What follows belongs to an exercise in optimizing a design on an open flow for small area and a short achievable clock period; a production flow would make more cautious choices.
The RTL was checked by simulation tests, not by an equivalence proof against the original design.
Power figures rest on the tool's default switching activity, not on a simulated workload.

## zinc
// PE_Array
module PE_Array #(
    parameter DATA_WIDTH = 8,
    parameter ARRAY_SIZE = 4,
    parameter DIAG_NUM = 2 * ARRAY_SIZE - 1,
    parameter SUM_WIDTH = 32
)(
    input [ARRAY_SIZE*DATA_WIDTH-1:0] ifm_in,
    input [ARRAY_SIZE*DATA_WIDTH-1:0] w_in,
    input clk,
    input rst_n,
    input [DIAG_NUM-1:0] done,
    output [ARRAY_SIZE*DATA_WIDTH-1:0] ifm_pass,
    output [ARRAY_SIZE*DATA_WIDTH-1:0] w_pass,
    output [ARRAY_SIZE*ARRAY_SIZE*SUM_WIDTH-1:0] psum_out
);
Size in the first run: roughly 5800 cells after synthesis, about 0.069 mm^2 of cells after synthesis.
export LEC_CHECK = 0
export CAP_MARGIN = 20
export CORE_MARGIN = 2
export CORE_UTILIZATION = 75
export CTS_BUF_LIST = sky130_fd_sc_hd__clkbuf_4 sky130_fd_sc_hd__clkbuf_8
export SETUP_SLACK_MARGIN = 2.9
export SLEW_MARGIN = 20
create_clock -name core_clock -period 7.0 [get_ports {clk}]
standard.sh (not shown) runs the stock make flow with config.mk's settings and CLKGATE_MAP_FILE= SYNTH_SCRIPT=/design/flow/synth_recipe.tcl, a recipe that flattens the netlist after the stock synthesis.
==> flow/flow/run.sh <==
#!/bin/bash
# Own layout flow:
#  1. the standard synthesis, unchanged;
#  2. flow/polarity.py removes inverters from the synthesised netlist by
#     flipping full adders (self-dual) and swapping gates for their
#     complementary twins; registers and ports are untouched;
#  3. the standard ORFS layout, with the port buffers made from the smallest
#     plain buffer (buffer_ports would otherwise pick the 10 um2
#     clkdlybuf4s50_1 delay cell) and clock tree synthesis with larger sink
#     clusters and no dummy loads.
set -euo pipefail
bash standard.sh synth > synth.log 2>&1
R=orfs/results/sky130hd/PE_Array/base
cp $R/1_2_yosys.v $R/1_2_yosys_standard.v
python3 flow/polarity.py $R/1_2_yosys_standard.v $R/1_2_yosys.v > polarity.log 2>&1
rm -f $R/1_synth.odb $R/1_synth.sdc
bash standard.sh "BUFFER_PORTS_ARGS=-buffer_cell sky130_fd_sc_hd__buf_1" \
  "CTS_ARGS=-sink_clustering_enable -repair_clock_nets -sink_clustering_size 30 -sink_clustering_max_diameter 80 -buf_list {sky130_fd_sc_hd__clkbuf_8 sky130_fd_sc_hd__clkbuf_16} -dont_use_dummy_load" \
  finish > layout.log 2>&1
==> flow/flow/polarity.py <==
#!/usr/bin/env python3
"""Remove inverters from a flat Yosys netlist by choosing output polarities.

Usage: polarity.py IN.v OUT.v

A full adder is self-dual: complementing its three inputs complements its sum
and carry.  So each full adder may be "flipped" (same cell, inputs and
outputs read complemented), and each and2/nand2 (or2/nor2, xor2/xnor2) may be
swapped for its complement.  Given the inverters of the netlist, this picks
the flips that need the fewest inverters (by area) with a local search, then
rewrites the netlist: every driver feeds its loads directly or through one
new inverter.  Registers, ports and every other cell are left as they are;
a driver whose inverter chain reaches a port keeps its chain untouched.
"""
import re, sys, os, json, math, collections, random

src = open(sys.argv[1]).read()
mod_start = src.index("module ")
first = re.search(r"^\s*sky130_fd_sc_hd__\w+\s+\S+\s*\(", src, re.M)
header = src[:first.start()]
end = src.rindex("endmodule")
body = src[first.start():end]

inst = []
for m in re.finditer(r"^\s*(sky130_fd_sc_hd__\w+)\s+(\S+)\s*\((.*?)\);", body, re.S | re.M):
    pins = [(p, n.strip()) for p, n in re.findall(r"\.(\w+)\(([^()]*)\)", m.group(3))]
    inst.append([m.group(1), m.group(2), pins])

ports = set()
for m in re.finditer(r"^\s*(input|output)\s+(\[[^\]]*\]\s*)?(\S+);", header, re.M):
    ports.add(m.group(3))
def is_port(net):
    return re.sub(r"\s*\[\d+\]$", "", net) in ports

OUTP = {"X", "Y", "Q", "Q_N", "SUM", "COUT", "HI", "LO"}
drv = {}
loads = collections.defaultdict(list)
for i, (c, nm, pins) in enumerate(inst):
    for p, n in pins:
        if p in OUTP:
            drv[n] = (i, p)
        else:
            loads[n].append((i, p))

def isinv(i):
    return re.match(r"sky130_fd_sc_hd__(inv|clkinv)_\d+$", inst[i][0]) is not None
def isfa(i):
    return re.match(r"sky130_fd_sc_hd__fa_\d+$", inst[i][0]) is not None
# complementary cell pairs (same inputs, complemented output): cell -> [twin, out pin, twin's out pin, area change]
SWAP = json.load(open(os.path.join(os.path.dirname(os.path.abspath(__file__)), "swap.json")))
INV = 3.7536

# roots: nets driven by a non-inverter cell, or input ports feeding cells
roots = {}
for n, (i, p) in drv.items():
    if not isinv(i):
        roots[n] = (i, p)
for n in loads:
    if n not in drv:
        roots[n] = (None, None)      # input port or constant

sinks = {}        # root net -> [(inst, pin, parity)]
chain_to_port = set()
used_inv = set()
def walk(net, par, out, invs):
    if is_port(net) and par is not None and net not in roots:
        out.append(("PORT", net, par))
    for (j, p) in loads.get(net, []):
        if isinv(j):
            invs.append(j)
            ynet = dict(inst[j][2])["Y"]
            walk(ynet, par ^ 1, out, invs)
        else:
            out.append((j, p, par))
for n in roots:
    out, invs = [], []
    walk(n, 0, out, invs)
    if any(s[0] == "PORT" for s in out) or is_port(n):
        chain_to_port.add(n)
        continue
    sinks[n] = out
    used_inv.update(invs)

fixed_cells = set()
for n in chain_to_port:
    i, p = roots[n]
    if i is not None:
        fixed_cells.add(i)
cand = [i for i in range(len(inst))
        if i not in fixed_cells and (isfa(i) or inst[i][0] in SWAP)]
flip = collections.defaultdict(int)

def fin(j):
    """inversion a flipped cell applies to its inputs (full adders only)"""
    return flip[j] if (j != "PORT" and isfa(j)) else 0

def root_cost(n):
    i, p = roots[n]
    fd = flip[i] if i is not None else 0
    return INV if any((par ^ fd ^ fin(j)) for j, q, par in sinks[n]) else 0.0
def cell_cost(i):
    return SWAP[inst[i][0]][3] if (flip[i] and inst[i][0] in SWAP) else 0.0

touch = collections.defaultdict(set)
for n, lst in sinks.items():
    i, p = roots[n]
    if i is not None:
        touch[i].add(n)
    for j, q, par in lst:
        touch[j].add(n)

before = sum(root_cost(n) for n in sinks)
random.seed(1)
for rnd in range(20):
    changed = False
    order = cand[:]
    random.shuffle(order)
    for i in order:
        b = sum(root_cost(n) for n in touch[i]) + cell_cost(i)
        flip[i] ^= 1
        a = sum(root_cost(n) for n in touch[i]) + cell_cost(i)
        if a < b - 1e-9:
            changed = True
        else:
            flip[i] ^= 1
    if not changed:
        break
cur = sum(root_cost(n) for n in sinks) + sum(cell_cost(i) for i in cand)
best, best_flip = cur, dict(flip)
steps = int(os.environ.get("POL_STEPS", "2000000"))
for k in range(steps):
    T = 3.0 * (0.01 / 3.0) ** (k / steps)
    i = cand[random.randrange(len(cand))]
    b = sum(root_cost(n) for n in touch[i]) + cell_cost(i)
    flip[i] ^= 1
    a = sum(root_cost(n) for n in touch[i]) + cell_cost(i)
    d = a - b
    if d <= 0 or random.random() < math.exp(-d / T):
        cur += d
        if cur < best - 1e-9:
            best, best_flip = cur, dict(flip)
    else:
        flip[i] ^= 1
flip = collections.defaultdict(int, best_flip)
after = sum(root_cost(n) for n in sinks) + sum(cell_cost(i) for i in cand)
ninv_before = len(used_inv)

# rewrite
drop = set(used_inv)
newwires = []
conn = {}          # (inst, pin) -> net
ninv_after = 0
newinst = []
for n, lst in sinks.items():
    i, p = roots[n]
    fd = flip[i] if i is not None else 0
    inv_net = None
    for j, q, par in lst:
        need = par ^ fd ^ fin(j)
        if need:
            if inv_net is None:
                inv_net = f"_pol{len(newwires)}_"
                newwires.append(inv_net)
                newinst.append(["sky130_fd_sc_hd__inv_1", f"_polinv{len(newwires)}_",
                                [("A", n), ("Y", inv_net)]])
                ninv_after += 1
            conn[(j, q)] = inv_net
        else:
            conn[(j, q)] = n

def fmt(n):
    return n + " " if n.startswith("\\") else n

out = [header]
for w in newwires:
    out.append(f"  wire {w};\n")
for i, (c, nm, pins) in enumerate(inst):
    if i in drop:
        continue
    if flip[i] and c in SWAP:
        nc, po, pn, _ = SWAP[c]
        pins = [(pn if p == po else p, n) for p, n in pins]
        c = nc
    pins = [(p, conn.get((i, p), n)) for p, n in pins]
    out.append(f"  {c} {nm} (\n" + ",\n".join(f"    .{p}({fmt(n)})" for p, n in pins) + "\n  );\n")
for c, nm, pins in newinst:
    out.append(f"  {c} {nm} (\n" + ",\n".join(f"    .{p}({fmt(n)})" for p, n in pins) + "\n  );\n")
out.append(src[end:])
open(sys.argv[2], "w").write("".join(out))
nfl = sum(1 for i in cand if flip[i])
print(f"polarity: inverters {ninv_before} -> {ninv_after}, flipped {nfl} of {len(cand)} cells, "
      f"model cost {before:.1f} -> {after:.1f} um2")
Other scripts of this flow, unchanged in this note and not shown: flow/flow/swap.json
Input changes introduced in indigo (baseline for comparison: zinc):
- a change of CORE_UTILIZATION from 75 to 60
- a change of SETUP_SLACK_MARGIN from 2.9 to 3.3
-- flow/flow/run.sh --
<<< zinc, line 7
#  3. the standard ORFS layout, with the port buffers made from the smallest
>>> indigo, line 7
#  3. flow/fa_split.py replaces each full-adder cell by two xor2 cells and a
#     maj3 cell, which are faster;
#  4. the standard ORFS layout, with the port buffers made from the smallest
<<< zinc, line 15
python3 flow/polarity.py $R/1_2_yosys_standard.v $R/1_2_yosys.v > polarity.log 2>&1
>>> indigo, line 17
python3 flow/polarity.py $R/1_2_yosys_standard.v $R/1_2_yosys_polarity.v > polarity.log 2>&1
python3 flow/fa_split.py $R/1_2_yosys_polarity.v $R/1_2_yosys.v > fa_split.log 2>&1
==> flow/flow/fa_split.py (new file) <==
#!/usr/bin/env python3
"""Replace each full-adder cell of a flat netlist by two xor2 cells (sum) and
a maj3 cell (carry), which are faster than the fa cell.

Usage: fa_split.py IN.v OUT.v
"""
import re, sys
src = open(sys.argv[1]).read()
first = re.search(r"^\s*sky130_fd_sc_hd__\w+\s+\S+\s*\(", src, re.M)
header, end = src[:first.start()], src.rindex("endmodule")
body = src[first.start():end]
out, wires, n = [], [], 0
def fmt(x):
    return x + " " if x.startswith("\\") else x
for m in re.finditer(r"^\s*(sky130_fd_sc_hd__\w+)\s+(\S+)\s*\((.*?)\);", body, re.S | re.M):
    cell, name, conns = m.group(1), m.group(2), m.group(3)
    pins = {p: x.strip() for p, x in re.findall(r"\.(\w+)\(([^()]*)\)", conns)}
    if re.match(r"sky130_fd_sc_hd__fa_\d+$", cell):
        w = f"_fasplit{n}_"; n += 1; wires.append(w)
        a, b, c = fmt(pins["A"]), fmt(pins["B"]), fmt(pins["CIN"])
        if "SUM" in pins:
            out.append(f"  sky130_fd_sc_hd__xor2_1 {name}_x1 (\n    .A({a}),\n    .B({b}),\n    .X({w})\n  );\n")
            out.append(f"  sky130_fd_sc_hd__xor2_1 {name}_x2 (\n    .A({w}),\n    .B({c}),\n    .X({fmt(pins['SUM'])})\n  );\n")
        if "COUT" in pins:
            out.append(f"  sky130_fd_sc_hd__maj3_1 {name}_m (\n    .A({a}),\n    .B({b}),\n    .C({c}),\n    .X({fmt(pins['COUT'])})\n  );\n")
        continue
    out.append(m.group(0).lstrip("\n") + "\n")
open(sys.argv[2], "w").write(header + "".join(f"  wire {w};\n" for w in wires) + "".join(out) + src[end:])
print(f"fa_split: {n} full adders split")
==> results.txt <==
indigo went all the way through the flow, and no timing, DRC or antenna check failed.
Reported for indigo and zinc, number of top-level design ports turned out identical to the last digit.
Looking only at internal power contribution, and setting everything else aside, the lower value of indigo and zinc goes to zinc.
indigo ends up with a sum of met2 wire segment lengths after detailed routing that is 17% higher than in zinc.
Taking indigo over zinc, the estimated wirelength of the detail-placed design ratio works out to 1.09.
Looking at leading cell type in the layout, fill and taps excluded, the dfrtp_1 result is from zinc; the xor2_1 one comes from indigo.
Lower share of cell area taken by multi-input logic gates was reported by zinc, not indigo.
Against zinc, indigo comes in 12% higher on post-synthesis net count.
Max freq zinc -> indigo: improved
zinc was smaller in final cell area than indigo.
Count of clock buffers in the final design: indigo > zinc
Area added between synthesis and finish in indigo is 12 points higher than in zinc
Input changes introduced in pepper (baseline for comparison: indigo):
- CORE_UTILIZATION: 60 -> 40
- SETUP_SLACK_MARGIN: 3.3 -> 2.9
-- flow/flow/run.sh --
<<< indigo, line 7
#  3. flow/fa_split.py replaces each full-adder cell by two xor2 cells and a
#     maj3 cell, which are faster;
#  4. the standard ORFS layout, with the port buffers made from the smallest
>>> pepper, line 7
#  3. the standard ORFS layout, with the port buffers made from the smallest
<<< indigo, line 17
python3 flow/polarity.py $R/1_2_yosys_standard.v $R/1_2_yosys_polarity.v > polarity.log 2>&1
python3 flow/fa_split.py $R/1_2_yosys_polarity.v $R/1_2_yosys.v > fa_split.log 2>&1
>>> pepper, line 15
python3 flow/polarity.py $R/1_2_yosys_standard.v $R/1_2_yosys.v > polarity.log 2>&1
-- flow/flow/polarity.py --
<<< indigo, line 130
steps = int(os.environ.get("POL_STEPS", "2000000"))
>>> pepper, line 130
steps = int(os.environ.get("POL_STEPS", "400000"))
removed: flow/flow/fa_split.py
Notes after the runs:
pepper | status: complete | timing, DRC, antenna: pass. Total design power | pepper below indigo. Diff indigo -> pepper: highest achievable clock rate lost about 1.7%; final cell count lost 15%; register-to-register setup slack neither gained nor lost much; power share of the combinational group lost 8.1 points.
## Diff of input files: raven against pepper
- SETUP_SLACK_MARGIN now 3.05, was 2.9
-- flow/flow/polarity.py --
<<< pepper, line 130
steps = int(os.environ.get("POL_STEPS", "400000"))
>>> raven, line 130
steps = int(os.environ.get("POL_STEPS", "2000000"))
[summary]
- Routed wire length essentially unchanged between raven and pepper.
- In the flow results for raven and pepper, the count of placed standard cells including taps is larger on raven.
- pepper → raven: fraction of final layout cells with drive strength greater than 1 climbed 7.5 points; area of the die dropped about 0.5%; highest achievable clock rate climbed 2.2 MHz.
Modified inputs, quartz compared to raven
- changing SETUP_SLACK_MARGIN from 3.05 to 3.3
-- flow/flow/polarity.py --
<<< raven, line 130
steps = int(os.environ.get("POL_STEPS", "2000000"))
>>> quartz, line 130
steps = int(os.environ.get("POL_STEPS", "400000"))
==> comparison <==
- Termination of the worst setup path = psum_out[413]: quartz; termination of the worst setup path = psum_out[31]: raven
- quartz against raven: wire length rose by about 9%; area after synthesis rose about 0.5%; worst-case vdd ir drop higher.
- Looking at final setup slack of the worst path across both flows, quartz is the weaker of the two, with raven ahead.
- Compared with raven, quartz ends up with a larger final cell area.
- Higher relative contribution of the clock network to total power goes to raven over quartz.
> inputs changed (quartz -> xenon)
- changing CORE_UTILIZATION from 40 to 60
- changing SETUP_SLACK_MARGIN from 3.3 to 2.7
-- flow/flow/polarity.py --
<<< quartz, line 130
steps = int(os.environ.get("POL_STEPS", "400000"))
>>> xenon, line 130
steps = int(os.environ.get("POL_STEPS", "2000000"))
## What came out
Non-clock inverter count in the final layout of xenon exceeds that of quartz by more than 10%. Changes observed in xenon relative to quartz: aggregate global-route resource usage up 7.0 points, layout multi-input combinational cell count flat. xenon ended with more clock network power share than quartz. Routed wire length for xenon: about 16% down relative to quartz. Worst setup slack ended up 150 ps lower on xenon than on quartz. As far as number of remaining DRC errors goes, quartz and xenon are indistinguishable; the numbers are identical. Taking quartz as the reference, in xenon number of buffers outside the clock class in the layout lower; fmax went down; period utilization moved up; post-route cell area now smaller.


PE_Array again, from the RTL that the note above started with.
export LEC_CHECK = 0
export CAP_MARGIN = 20
export CORE_MARGIN = 2
export CORE_UTILIZATION = 40
export CTS_BUF_LIST = sky130_fd_sc_hd__clkbuf_4 sky130_fd_sc_hd__clkbuf_8
export SETUP_SLACK_MARGIN = 2.9
export SLEW_MARGIN = 20
create_clock -name core_clock -period 7.0 [get_ports {clk}]
==> flow/flow/run.sh <==
#!/bin/bash
# Own layout flow:
#  1. the standard synthesis, unchanged;
#  2. flow/polarity.py removes inverters from the synthesised netlist by
#     flipping full adders (self-dual) and swapping gates for their
#     complementary twins; registers and ports are untouched;
#  3. the standard ORFS layout, with the port buffers made from the smallest
#     plain buffer (buffer_ports would otherwise pick the 10 um2
#     clkdlybuf4s50_1 delay cell) and clock tree synthesis with larger sink
#     clusters and no dummy loads.
set -euo pipefail
bash standard.sh synth > synth.log 2>&1
R=orfs/results/sky130hd/PE_Array/base
cp $R/1_2_yosys.v $R/1_2_yosys_standard.v
python3 flow/polarity.py $R/1_2_yosys_standard.v $R/1_2_yosys.v > polarity.log 2>&1
rm -f $R/1_synth.odb $R/1_synth.sdc
bash standard.sh "BUFFER_PORTS_ARGS=-buffer_cell sky130_fd_sc_hd__buf_1" \
  "CTS_ARGS=-sink_clustering_enable -repair_clock_nets -sink_clustering_size 30 -sink_clustering_max_diameter 80 -buf_list {sky130_fd_sc_hd__clkbuf_8 sky130_fd_sc_hd__clkbuf_16} -dont_use_dummy_load" \
  finish > layout.log 2>&1
==> flow/flow/polarity.py <==
#!/usr/bin/env python3
"""Remove inverters from a flat Yosys netlist by choosing output polarities.

Usage: polarity.py IN.v OUT.v

A full adder is self-dual: complementing its three inputs complements its sum
and carry.  So each full adder may be "flipped" (same cell, inputs and
outputs read complemented), and each and2/nand2 (or2/nor2, xor2/xnor2) may be
swapped for its complement.  Given the inverters of the netlist, this picks
the flips that need the fewest inverters (by area) with a local search, then
rewrites the netlist: every driver feeds its loads directly or through one
new inverter.  Registers, ports and every other cell are left as they are;
a driver whose inverter chain reaches a port keeps its chain untouched.
"""
import re, sys, os, json, math, collections, random

src = open(sys.argv[1]).read()
mod_start = src.index("module ")
first = re.search(r"^\s*sky130_fd_sc_hd__\w+\s+\S+\s*\(", src, re.M)
header = src[:first.start()]
end = src.rindex("endmodule")
body = src[first.start():end]

inst = []
for m in re.finditer(r"^\s*(sky130_fd_sc_hd__\w+)\s+(\S+)\s*\((.*?)\);", body, re.S | re.M):
    pins = [(p, n.strip()) for p, n in re.findall(r"\.(\w+)\(([^()]*)\)", m.group(3))]
    inst.append([m.group(1), m.group(2), pins])

ports = set()
for m in re.finditer(r"^\s*(input|output)\s+(\[[^\]]*\]\s*)?(\S+);", header, re.M):
    ports.add(m.group(3))
def is_port(net):
    return re.sub(r"\s*\[\d+\]$", "", net) in ports

OUTP = {"X", "Y", "Q", "Q_N", "SUM", "COUT", "HI", "LO"}
drv = {}
loads = collections.defaultdict(list)
for i, (c, nm, pins) in enumerate(inst):
    for p, n in pins:
        if p in OUTP:
            drv[n] = (i, p)
        else:
            loads[n].append((i, p))

def isinv(i):
    return re.match(r"sky130_fd_sc_hd__(inv|clkinv)_\d+$", inst[i][0]) is not None
def isfa(i):
    return re.match(r"sky130_fd_sc_hd__fa_\d+$", inst[i][0]) is not None
# complementary cell pairs (same inputs, complemented output): cell -> [twin, out pin, twin's out pin, area change]
SWAP = json.load(open(os.path.join(os.path.dirname(os.path.abspath(__file__)), "swap.json")))
INV = 3.7536

# roots: nets driven by a non-inverter cell, or input ports feeding cells
roots = {}
for n, (i, p) in drv.items():
    if not isinv(i):
        roots[n] = (i, p)
for n in loads:
    if n not in drv:
        roots[n] = (None, None)      # input port or constant

sinks = {}        # root net -> [(inst, pin, parity)]
chain_to_port = set()
used_inv = set()
def walk(net, par, out, invs):
    if is_port(net) and par is not None and net not in roots:
        out.append(("PORT", net, par))
    for (j, p) in loads.get(net, []):
        if isinv(j):
            invs.append(j)
            ynet = dict(inst[j][2])["Y"]
            walk(ynet, par ^ 1, out, invs)
        else:
            out.append((j, p, par))
for n in roots:
    out, invs = [], []
    walk(n, 0, out, invs)
    if any(s[0] == "PORT" for s in out) or is_port(n):
        chain_to_port.add(n)
        continue
    sinks[n] = out
    used_inv.update(invs)

fixed_cells = set()
for n in chain_to_port:
    i, p = roots[n]
    if i is not None:
        fixed_cells.add(i)
cand = [i for i in range(len(inst))
        if i not in fixed_cells and (isfa(i) or inst[i][0] in SWAP)]
flip = collections.defaultdict(int)

def fin(j):
    """inversion a flipped cell applies to its inputs (full adders only)"""
    return flip[j] if (j != "PORT" and isfa(j)) else 0

def root_cost(n):
    i, p = roots[n]
    fd = flip[i] if i is not None else 0
    return INV if any((par ^ fd ^ fin(j)) for j, q, par in sinks[n]) else 0.0
def cell_cost(i):
    return SWAP[inst[i][0]][3] if (flip[i] and inst[i][0] in SWAP) else 0.0

touch = collections.defaultdict(set)
for n, lst in sinks.items():
    i, p = roots[n]
    if i is not None:
        touch[i].add(n)
    for j, q, par in lst:
        touch[j].add(n)

before = sum(root_cost(n) for n in sinks)
random.seed(1)
for rnd in range(20):
    changed = False
    order = cand[:]
    random.shuffle(order)
    for i in order:
        b = sum(root_cost(n) for n in touch[i]) + cell_cost(i)
        flip[i] ^= 1
        a = sum(root_cost(n) for n in touch[i]) + cell_cost(i)
        if a < b - 1e-9:
            changed = True
        else:
            flip[i] ^= 1
    if not changed:
        break
cur = sum(root_cost(n) for n in sinks) + sum(cell_cost(i) for i in cand)
best, best_flip = cur, dict(flip)
steps = int(os.environ.get("POL_STEPS", "2000000"))
for k in range(steps):
    T = 3.0 * (0.01 / 3.0) ** (k / steps)
    i = cand[random.randrange(len(cand))]
    b = sum(root_cost(n) for n in touch[i]) + cell_cost(i)
    flip[i] ^= 1
    a = sum(root_cost(n) for n in touch[i]) + cell_cost(i)
    d = a - b
    if d <= 0 or random.random() < math.exp(-d / T):
        cur += d
        if cur < best - 1e-9:
            best, best_flip = cur, dict(flip)
    else:
        flip[i] ^= 1
flip = collections.defaultdict(int, best_flip)
after = sum(root_cost(n) for n in sinks) + sum(cell_cost(i) for i in cand)
ninv_before = len(used_inv)

# rewrite
drop = set(used_inv)
newwires = []
conn = {}          # (inst, pin) -> net
ninv_after = 0
newinst = []
for n, lst in sinks.items():
    i, p = roots[n]
    fd = flip[i] if i is not None else 0
    inv_net = None
    for j, q, par in lst:
        need = par ^ fd ^ fin(j)
        if need:
            if inv_net is None:
                inv_net = f"_pol{len(newwires)}_"
                newwires.append(inv_net)
                newinst.append(["sky130_fd_sc_hd__inv_1", f"_polinv{len(newwires)}_",
                                [("A", n), ("Y", inv_net)]])
                ninv_after += 1
            conn[(j, q)] = inv_net
        else:
            conn[(j, q)] = n

def fmt(n):
    return n + " " if n.startswith("\\") else n

out = [header]
for w in newwires:
    out.append(f"  wire {w};\n")
for i, (c, nm, pins) in enumerate(inst):
    if i in drop:
        continue
    if flip[i] and c in SWAP:
        nc, po, pn, _ = SWAP[c]
        pins = [(pn if p == po else p, n) for p, n in pins]
        c = nc
    pins = [(p, conn.get((i, p), n)) for p, n in pins]
    out.append(f"  {c} {nm} (\n" + ",\n".join(f"    .{p}({fmt(n)})" for p, n in pins) + "\n  );\n")
for c, nm, pins in newinst:
    out.append(f"  {c} {nm} (\n" + ",\n".join(f"    .{p}({fmt(n)})" for p, n in pins) + "\n  );\n")
out.append(src[end:])
open(sys.argv[2], "w").write("".join(out))
nfl = sum(1 for i in cand if flip[i])
print(f"polarity: inverters {ninv_before} -> {ninv_after}, flipped {nfl} of {len(cand)} cells, "
      f"model cost {before:.1f} -> {after:.1f} um2")
Other scripts of this flow, unchanged in this note and not shown: flow/flow/swap.json
The starting point passed the timing, DRC and antenna checks.
Change:
CORE_UTILIZATION = 50   (was 40)
=> Flip-flop and latch count does not change; wire length goes down by 2.6%; total power goes down by 0.96%; hold slack improves by 0.0092 ns; cell area went down by 0.97%.
Change:
--- a/flow/flow/run.sh
+++ b/flow/flow/run.sh
@@ -4,5 +4,6 @@
 #  2. flow/polarity.py removes inverters from the synthesised netlist by
 #     flipping full adders (self-dual) and swapping gates for their
-#     complementary twins; registers and ports are untouched;
+#     complementary twins (not the gates that flow/crit_pick.sh finds on
+#     near-critical paths); registers and ports are untouched;
 #  3. the standard ORFS layout, with the port buffers made from the smallest
 #     plain buffer (buffer_ports would otherwise pick the 10 um2
@@ -13,5 +14,6 @@
 R=orfs/results/sky130hd/PE_Array/base
 cp $R/1_2_yosys.v $R/1_2_yosys_standard.v
-python3 flow/polarity.py $R/1_2_yosys_standard.v $R/1_2_yosys.v > polarity.log 2>&1
+bash flow/crit_pick.sh $R/1_2_yosys_standard.v constraint.sdc critical_cells.txt 0.6 > crit_pick.log 2>&1
+python3 flow/polarity.py $R/1_2_yosys_standard.v $R/1_2_yosys.v critical_cells.txt > polarity.log 2>&1
 rm -f $R/1_synth.odb $R/1_synth.sdc
 bash standard.sh "BUFFER_PORTS_ARGS=-buffer_cell sky130_fd_sc_hd__buf_1" \
==> flow/flow/crit_pick.sh (new file) <==
#!/bin/bash
# usage: crit_pick.sh NETLIST.v SDC OUT.txt WINDOW
# Lists the cells (other than full adders) whose worst output slack, estimated
# with the clock latency and port buffers of a typical layout, is within
# WINDOW ns of the design's worst slack.
N=$1; SDC=$2; OUT=$3; W=$4
cat > crit_pick.tcl <<EOF
read_liberty $FLOW_HOME/platforms/sky130hd/lib/sky130_fd_sc_hd__tt_025C_1v80.lib
read_verilog $N
link_design PE_Array
read_sdc $SDC
set_clock_latency 0.65 [get_clocks core_clock]
set_input_delay 1.55 -clock core_clock [delete_from_list [all_inputs] [get_ports clk]]
set_output_delay 1.62 -clock core_clock [all_outputs]
set worst [expr {[sta::worst_slack_cmd max] * 1e9}]
set f [open $OUT w]
set n 0
foreach c [get_cells *] {
  set ref [get_property \$c ref_name]
  if {[string match "sky130_fd_sc_hd__fa_*" \$ref] || [string match "sky130_fd_sc_hd__df*" \$ref]} { continue }
  set s 1e9
  foreach pin [get_pins -of_objects \$c -filter "direction == output"] {
    set v [get_property \$pin slack_max]
    if {\$v ne "" && \$v < \$s} { set s \$v }
  }
  if {\$s < \$worst + $W} { puts \$f [get_full_name \$c]; incr n }
}
close \$f
puts "crit_pick: worst slack \$worst, \$n cells within $W ns"
EOF
STA=$(dirname "$(command -v openroad)")/sta
[ -x "$STA" ] || STA=sta
"$STA" -no_splash -exit crit_pick.tcl
--- a/flow/flow/polarity.py
+++ b/flow/flow/polarity.py
@@ -2,5 +2,5 @@
 """Remove inverters from a flat Yosys netlist by choosing output polarities.
 
-Usage: polarity.py IN.v OUT.v
+Usage: polarity.py IN.v OUT.v [KEEP]   (KEEP: names of cells not to swap)
 
 A full adder is self-dual: complementing its three inputs complements its sum
@@ -87,6 +87,7 @@
     if i is not None:
         fixed_cells.add(i)
+keep = set(open(sys.argv[3]).read().split()) if len(sys.argv) > 3 else set()
 cand = [i for i in range(len(inst))
-        if i not in fixed_cells and (isfa(i) or inst[i][0] in SWAP)]
+        if i not in fixed_cells and (isfa(i) or (inst[i][0] in SWAP and inst[i][1] not in keep))]
 flip = collections.defaultdict(int)
 
CORE_UTILIZATION = 40   (was 50)
After rerunning:
- The new run ran to the end with no violations
- sequential power stays flat
- cell count grows by 5.4%
- via count grows by 0.33%
Change:
--- a/flow/flow/run.sh
+++ b/flow/flow/run.sh
@@ -4,6 +4,5 @@
 #  2. flow/polarity.py removes inverters from the synthesised netlist by
 #     flipping full adders (self-dual) and swapping gates for their
-#     complementary twins (not the gates that flow/crit_pick.sh finds on
-#     near-critical paths); registers and ports are untouched;
+#     complementary twins; registers and ports are untouched;
 #  3. the standard ORFS layout, with the port buffers made from the smallest
 #     plain buffer (buffer_ports would otherwise pick the 10 um2
@@ -14,6 +13,5 @@
 R=orfs/results/sky130hd/PE_Array/base
 cp $R/1_2_yosys.v $R/1_2_yosys_standard.v
-bash flow/crit_pick.sh $R/1_2_yosys_standard.v constraint.sdc critical_cells.txt 0.6 > crit_pick.log 2>&1
-python3 flow/polarity.py $R/1_2_yosys_standard.v $R/1_2_yosys.v critical_cells.txt > polarity.log 2>&1
+python3 flow/polarity.py $R/1_2_yosys_standard.v $R/1_2_yosys.v > polarity.log 2>&1
 rm -f $R/1_synth.odb $R/1_synth.sdc
 bash standard.sh "BUFFER_PORTS_ARGS=-buffer_cell sky130_fd_sc_hd__buf_1" \
--- a/flow/flow/polarity.py
+++ b/flow/flow/polarity.py
@@ -2,5 +2,5 @@
 """Remove inverters from a flat Yosys netlist by choosing output polarities.
 
-Usage: polarity.py IN.v OUT.v [KEEP]   (KEEP: names of cells not to swap)
+Usage: polarity.py IN.v OUT.v
 
 A full adder is self-dual: complementing its three inputs complements its sum
@@ -87,7 +87,6 @@
     if i is not None:
         fixed_cells.add(i)
-keep = set(open(sys.argv[3]).read().split()) if len(sys.argv) > 3 else set()
 cand = [i for i in range(len(inst))
-        if i not in fixed_cells and (isfa(i) or (inst[i][0] in SWAP and inst[i][1] not in keep))]
+        if i not in fixed_cells and (isfa(i) or inst[i][0] in SWAP)]
 flip = collections.defaultdict(int)
 
SETUP_SLACK_MARGIN = 2.8   (was 2.9)
removed: flow/flow/crit_pick.sh
=>
- sequential power hardly moves
- routed wire length shrinks by about 2.4%
- core utilization shrinks by 0.71 points
- sequential share of layout area grows by 0.50 points
- critical path depth shrinks by 1
- die area shrinks by about 0.34%
- via count shrinks by 0.31%

==> re-timing with driven ports <==
How much do the figures lean on ideal ports? The routed layouts below were timed once more, with nothing changed but the port constraints.
Step 1: set_driving_cell puts a clkbuf_16 on clk and a buf_2 on each other input, an assumption about the parent block.
Step 2 adds t to the input delays and takes it off the output delays; t is the mean of the earliest and latest rising clock arrival at the registers after step 1. Input paths then give back, and output paths get back, about the clock's delay inside the block.
Slacks: ideal ports / drivers / drivers and shift; pairs: ideal ports / drivers.
| run | t (ns) | setup WS [ns] | worst setup path after step 2 | worst register clock-pin slew, ns |
|---|---|---|---|---|
| zinc | 0.758 | 2.856 / 2.780 / 2.198 | input to register | 0.12 / 0.12 |
| indigo | 0.739 | 2.998 / 2.916 / 2.546 | input to register | 0.11 / 0.11 |
| pepper | 0.775 | 2.931 / 2.877 / 2.149 | input to register | 0.11 / 0.11 |
| raven | 0.796 | 2.966 / 2.885 / 2.183 | input to register | 0.11 / 0.11 |
| quartz | 0.781 | 2.951 / 2.872 / 2.247 | input to register | 0.10 / 0.10 |
| xenon | 0.756 | 2.805 / 2.742 / 2.053 | input to register | 0.12 / 0.12 |
| the first run of note 2 | 0.754 | 2.960 / 2.909 / 2.193 | input to register | 0.11 / 0.11 |
| the second run of note 2 | 0.745 | 2.925 / 2.843 / 2.213 | input to register | 0.11 / 0.11 |
| the third run of note 2 | 0.781 | 2.897 / 2.866 / 2.159 | input to register | 0.11 / 0.11 |
| the fourth run of note 2 | 0.778 | 2.863 / 2.847 / 2.094 | input to register | 0.10 / 0.10 |
After both steps every run listed still meets setup and hold. For raven, which loses most, drivers alone change the setup slack by -0.081 ns; drivers and shift together by -0.783 ns.
